What follows belongs to an exercise in optimizing a design on an open flow for small area; a production flow would make more cautious choices. Where RTL was checked, it was by simulation tests only, not by an equivalence proof against the original.

## v29
==> flow/design.v (excerpt) <==
module dctqtop(
 clk,
 reset_n,
 start,
 di,
 din_valid,
 wa,
 be,
 hold,
 ready,
 dctq,
 dctq_valid,
 addr
 ) ;
 input clk ;
 input reset_n ;
 input start ;
 input din_valid ;
 input hold ;
 input [63:0] di ;
 input [2:0] wa ;
 input [7:0] be ;
 output ready ;
 output [8:0] dctq ;
 output dctq_valid ;
 output [5:0] addr ;
 wire rnw ;
 wire encnt2 ;
 wire [5:0] cnt1_reg ;
 wire [2:0] cnt2_reg ;
 wire [2:0] cnt3_reg ;
 wire [5:0] cnt4_reg ;
 wire [63:0] col ;
 wire [15:0] rsel ;
 wire [39:0] u1 ;
 wire [2:0] ms1 ;
 wire [10:0] din_next ;
 wire [10:0] qr0, qr1, qr2, qr3, qr4, qr5, qr6, qr7 ;
 wire [47:0] u2 ;
 wire [2:0] ms2 ;
 wire [11:0] dct_next ;
 wire [8:0] dctq_next ;
 reg [39:0] u1_reg ;           
 reg [2:0] ms1_reg ;           
 reg [2:0] k1_reg ;            
 reg [14*11-1:0] din_pipe ;    
 reg [2:0] cnt3_d1, cnt3_d2 ;  
 reg [47:0] u2_reg ;           
 reg [2:0] ms2_reg ;           
 reg [2:0] k2_reg ;            
  ...
Size in the first run: roughly 6500 cells after synthesis, roughly 1700 flip-flops, about 97 I/O pins, about 82000 sq um of cells after synthesis.
make LEC_CHECK=0 ABC_AREA=1 CAP_MARGIN=20 CORE_MARGIN=2 CORE_UTILIZATION=72 CTS_CLUSTER_DIAMETER=80 CTS_CLUSTER_SIZE=30 GPL_ROUTABILITY_DRIVEN=0 SLEW_MARGIN=20 finish   # period 8.0 ns
run.sh (not shown) runs the stock make flow with config.mk's settings and CLKGATE_MAP_FILE= SYNTH_SCRIPT=/design/flow/synth_recipe.tcl, a recipe that flattens the netlist after the stock synthesis.
Having completed the whole flow, v29 delivered a layout that passed the timing, DRC and antenna checks.
#### Input delta (v45 over v29)
Settings: a change of CORE_UTILIZATION from 72 to 76; a deleted GPL_ROUTABILITY_DRIVEN that had been 0.
### Flow results
- v45 went all the way through synthesis, placement and routing and the layout is clean on timing, DRC and antenna.
- Comparing met1 demand-to-capacity share in global routing for v45 and v29, the smaller number came from v29.
- The run showing the greater clock-buffer cell count is v45.
- Diff v29..v45 | max-capacitance violation count | negligible
- From v29 to v45 the numbers moved as follows: global-route wire length before repair rose by 30000 microns, routed wire length rose by 8.5%, critical path depth fell by 10.
- Compared with v29, v45 degrades minimum period implied by the final worst setup slack.
[inputs] v39 vs v45
Settings: TNS_END_PERCENT: unset -> 5; CORE_UTILIZATION: 76 -> 65.
Findings:
Having completed the whole flow, v39 delivered a layout that passed the timing, DRC and antenna checks. Synthesized-area fraction occupied by xor and xnor cells: v39 vs v45 identical. Between v45 and v39, the buffer share of cell area is higher for v39. NOTE: initial antenna violation count in v39 falls short of that of v45. met3 layer wire length in the routed design in v39 is 14000 microns lower than in v45. Going from v45 to v39, the die area was enlarged. Max met3 usage in global routing across v45 and v39: v45. Diff v45 -> v39: placed instance count went up 285, routed wire length went down 5200 microns, final period utilization went down 3.0 points.
> inputs changed (v39 -> v22)
Settings: clearing TNS_END_PERCENT, which used to be 5; putting PLACE_DENSITY at 0.8 where nothing was set; swapping 65 for 72 in CORE_UTILIZATION.
==> notes.md <==
On die area, v39 loses to v22. Status: clock-pin slew of the registers on the worst-case setup and hold paths parity (v39, v22). Amount of wire on met2 after detailed routing was lower in v22 than in v39. Re global-route usage over all layers: v39 was lower than v22. Minimum clock period after layout sits higher in v22 than in v39. Relative to v39, routed wire length increased by about 1.7% in v22.

* * *

## build 69
Starting RTL as in the previous note.
clock: 8.0 ns
lec_check: 0
cap_margin: 20
core_margin: 2
core_utilization: 65
cts_cluster_diameter: 80
cts_cluster_size: 30
slew_margin: 20
Build 69 finished every step from synthesis to the final layout, and the layout passed the timing, DRC and antenna checks.
Edits applied to the flow inputs when going from build 69 to build 86:
# build 69
export LEC_CHECK = 0
export CAP_MARGIN = 20
export CORE_MARGIN = 2
export CORE_UTILIZATION = 65
export CTS_CLUSTER_DIAMETER = 80
export CTS_CLUSTER_SIZE = 30
export SLEW_MARGIN = 20
create_clock -name core_clock -period 8.0 [get_ports {clk}]
# build 86
export LEC_CHECK = 0
export ABC_AREA = 1
export CAP_MARGIN = 20
export CORE_MARGIN = 2
export CORE_UTILIZATION = 72
export CTS_CLUSTER_DIAMETER = 80
export CTS_CLUSTER_SIZE = 30
export SLEW_MARGIN = 20
create_clock -name core_clock -period 8.0 [get_ports {clk}]
==> comparison <==
- The final core utilization number comes out higher for build 86 vs build 69.
- Going from build 69 to build 86, the effective utilization at floorplan was found to have gone up by 7.1 points.
- Relative to build 69, synthesized cell count has gone up in build 86.
- Between build 69 and build 86, the cell count went up.
- In build 86, layout cell share with drive strength beyond 1 is lower than in build 69.
- Build 86 vs build 69 — total routed wire length on the met1 layer dropped slightly
- The sequential fraction of the synthesis area of build 86 exceeds that of build 69 by 0.38 points.
Inputs modified between build 86 and build 55:
# build 86
export LEC_CHECK = 0
export ABC_AREA = 1
export CAP_MARGIN = 20
export CORE_MARGIN = 2
export CORE_UTILIZATION = 72
export CTS_CLUSTER_DIAMETER = 80
export CTS_CLUSTER_SIZE = 30
export SLEW_MARGIN = 20
create_clock -name core_clock -period 8.0 [get_ports {clk}]
# build 55
export LEC_CHECK = 0
export ABC_AREA = 1
export CAP_MARGIN = 20
export CORE_MARGIN = 2
export CORE_UTILIZATION = 72
export CTS_BUF_LIST = sky130_fd_sc_hd__clkbuf_8 sky130_fd_sc_hd__clkbuf_16
export CTS_CLUSTER_DIAMETER = 80
export CTS_CLUSTER_SIZE = 30
export SLEW_MARGIN = 20
create_clock -name core_clock -period 8.0 [get_ports {clk}]
- Build 55 vs. build 86: largest fanout of any net on the critical path fell by 4; diode insertion count for antenna repair rose by 1.
- Both conditions hold for build 55: the flow ran to the end and the final layout passed the timing, DRC and antenna checks.
- Least setup slack across all paths after layout (lower): build 55
- On cell count, build 86 and build 55 are neck and neck.
Setup changes, build 55 to build 23
# build 55
export LEC_CHECK = 0
export ABC_AREA = 1
export CAP_MARGIN = 20
export CORE_MARGIN = 2
export CORE_UTILIZATION = 72
export CTS_BUF_LIST = sky130_fd_sc_hd__clkbuf_8 sky130_fd_sc_hd__clkbuf_16
export CTS_CLUSTER_DIAMETER = 80
export CTS_CLUSTER_SIZE = 30
export SLEW_MARGIN = 20
create_clock -name core_clock -period 8.0 [get_ports {clk}]
# build 23
export LEC_CHECK = 0
export ABC_AREA = 1
export CAP_MARGIN = 20
export CORE_MARGIN = 2
export CORE_UTILIZATION = 65
export CTS_CLUSTER_DIAMETER = 80
export CTS_CLUSTER_SIZE = 30
export PLACE_DENSITY = 0.8
export SLEW_MARGIN = 20
create_clock -name core_clock -period 8.0 [get_ports {clk}]
==> notes.md <==
[build 23 vs build 55] area of the placeable core: higher in build 23
The post-synthesis net count was comparable across build 23 and build 55.
Build 23 ends up with a final cell count that is about 2.1% higher than in build 55.
Summary of build 23 over build 55: worst setup slack after layout saw an increase; number of well-tap cells placed grew by 150; total global routing track utilization down 4.3 points.
Taking build 55 as the reference, in build 23 post-layout minimum cycle time fell 0.10 ns; die boundary width rose about 5%.

* * *

## build 17
Another version of the RTL of dctqtop (not shown whole).
Size: ~1700 flip-flops, ~97 I/O pins, ~85000 µm² of cells after synthesis.
clock: 8.0 ns
lec_check: 0
cap_margin: 20
core_margin: 2
core_utilization: 65
cts_buf_list: sky130_fd_sc_hd__clkbuf_4 sky130_fd_sc_hd__clkbuf_8
slew_margin: 20
What build 92 does differently from build 17 at the input level:
# build 17
export LEC_CHECK = 0
export CAP_MARGIN = 20
export CORE_MARGIN = 2
export CORE_UTILIZATION = 65
export CTS_BUF_LIST = sky130_fd_sc_hd__clkbuf_4 sky130_fd_sc_hd__clkbuf_8
export SLEW_MARGIN = 20
create_clock -name core_clock -period 8.0 [get_ports {clk}]
# build 92
export LEC_CHECK = 0
export CAP_MARGIN = 20
export CORE_MARGIN = 2
export CORE_UTILIZATION = 65
export CTS_CLUSTER_DIAMETER = 60
export CTS_CLUSTER_SIZE = 25
export SLEW_MARGIN = 20
create_clock -name core_clock -period 8.0 [get_ports {clk}]
Findings:
Looking only at data required time at the worst endpoint, and setting everything else aside, the higher value of build 17 and build 92 goes to build 17. Build 92: number of clock buffer instances in the layout 275 below build 17. Build 92 against build 17: final cell count dropped 279; instance count of the mapped netlist barely changed. Summed area of non-filler cells in the final layout on build 92 is ahead of build 17.
diff inputs: build 92 => build 43
# build 92
export LEC_CHECK = 0
export CAP_MARGIN = 20
export CORE_MARGIN = 2
export CORE_UTILIZATION = 65
export CTS_CLUSTER_DIAMETER = 60
export CTS_CLUSTER_SIZE = 25
export SLEW_MARGIN = 20
create_clock -name core_clock -period 8.0 [get_ports {clk}]
# build 43
export LEC_CHECK = 0
export CAP_MARGIN = 20
export CORE_MARGIN = 2
export CORE_UTILIZATION = 65
export CTS_BUF_LIST = sky130_fd_sc_hd__clkbuf_8
export SLEW_MARGIN = 20
create_clock -name core_clock -period 8.0 [get_ports {clk}]
## What came out
Per the comparison of build 43 with build 92, final design area excluding fillers went up; slew of the pin with the lowest slew margin went up; number of non-clock buffers in the layout went down.
Status | build 92 and build 43 | clean
Build 43 packs its core more tightly than build 92.
Going from build 92 to build 43, met1 capacity usage during global routing grows by 0.20 points.
[inputs] build 95 vs build 43
# build 43
export LEC_CHECK = 0
export CAP_MARGIN = 20
export CORE_MARGIN = 2
export CORE_UTILIZATION = 65
export CTS_BUF_LIST = sky130_fd_sc_hd__clkbuf_8
export SLEW_MARGIN = 20
create_clock -name core_clock -period 8.0 [get_ports {clk}]
# build 95
export LEC_CHECK = 0
export CAP_MARGIN = 20
export CORE_MARGIN = 2
export CORE_UTILIZATION = 65
export CTS_CLUSTER_DIAMETER = 80
export CTS_CLUSTER_SIZE = 30
export SLEW_MARGIN = 20
create_clock -name core_clock -period 8.0 [get_ports {clk}]
Results
- Any difference in post-route fraction of the period consumed by the critical path between build 95 and build 43 is small enough to ignore.
- Build 95 vs build 43 — number of clock buffer instances in the layout dropped about 70%.
- Summary of build 95 over build 43: shortest period the worst path allows moved down; utilization lost 1.9 points; cell count moved down; via count of the routed design down about 2.7%.
No run of this note included a check of the RTL's function; only the layout flow was run.

## afterwards: timing with drivers on the ports
The results above use ideal ports. As a check the final layouts listed here were re-extracted and re-timed, cells and wires unchanged. Step 1 assumes that a clkbuf_16 drives the clock port and a buf_2 every other input. Step 2 moves the port delays by t, midway between the first and last clock arrival at a register: inputs arrive t later, outputs are due t later. That takes back most of the time a late clock gives input paths. Slacks: no drivers / after step 1 / after step 2; pairs: no drivers / after step 1.
| run | t, ns | slack for setup (ns) | worst data-port slew with drivers (ns) |
|---|---|---|---|
| v29 | 0.756 | 0.374 / 0.374 / 0.374 | 0.16 |
| v45 | 0.793 | 0.159 / 0.159 / 0.159 | 0.15 |
| v39 | 0.808 | 0.399 / 0.399 / 0.399 | 0.16 |
| v22 | 0.785 | 0.324 / 0.324 / 0.324 | 0.14 |
| build 69 | 0.815 | 0.341 / 0.341 / 0.341 | 0.05 |
| build 86 | 0.791 | 0.373 / 0.373 / 0.373 | 0.18 |
| build 55 | 0.795 | 0.362 / 0.362 / 0.362 | 0.17 |
| build 23 | 0.804 | 0.462 / 0.462 / 0.462 | 0.14 |
| build 17 | 1.018 | 0.308 / 0.308 / 0.308 | 0.21 |
| build 92 | 0.821 | 0.229 / 0.229 / 0.229 | 0.19 |
| build 43 | 1.000 | 0.333 / 0.333 / 0.333 | 0.21 |
| build 95 | 0.780 | 0.339 / 0.339 / 0.339 | 0.19 |
After both steps every run listed still meets setup and hold.
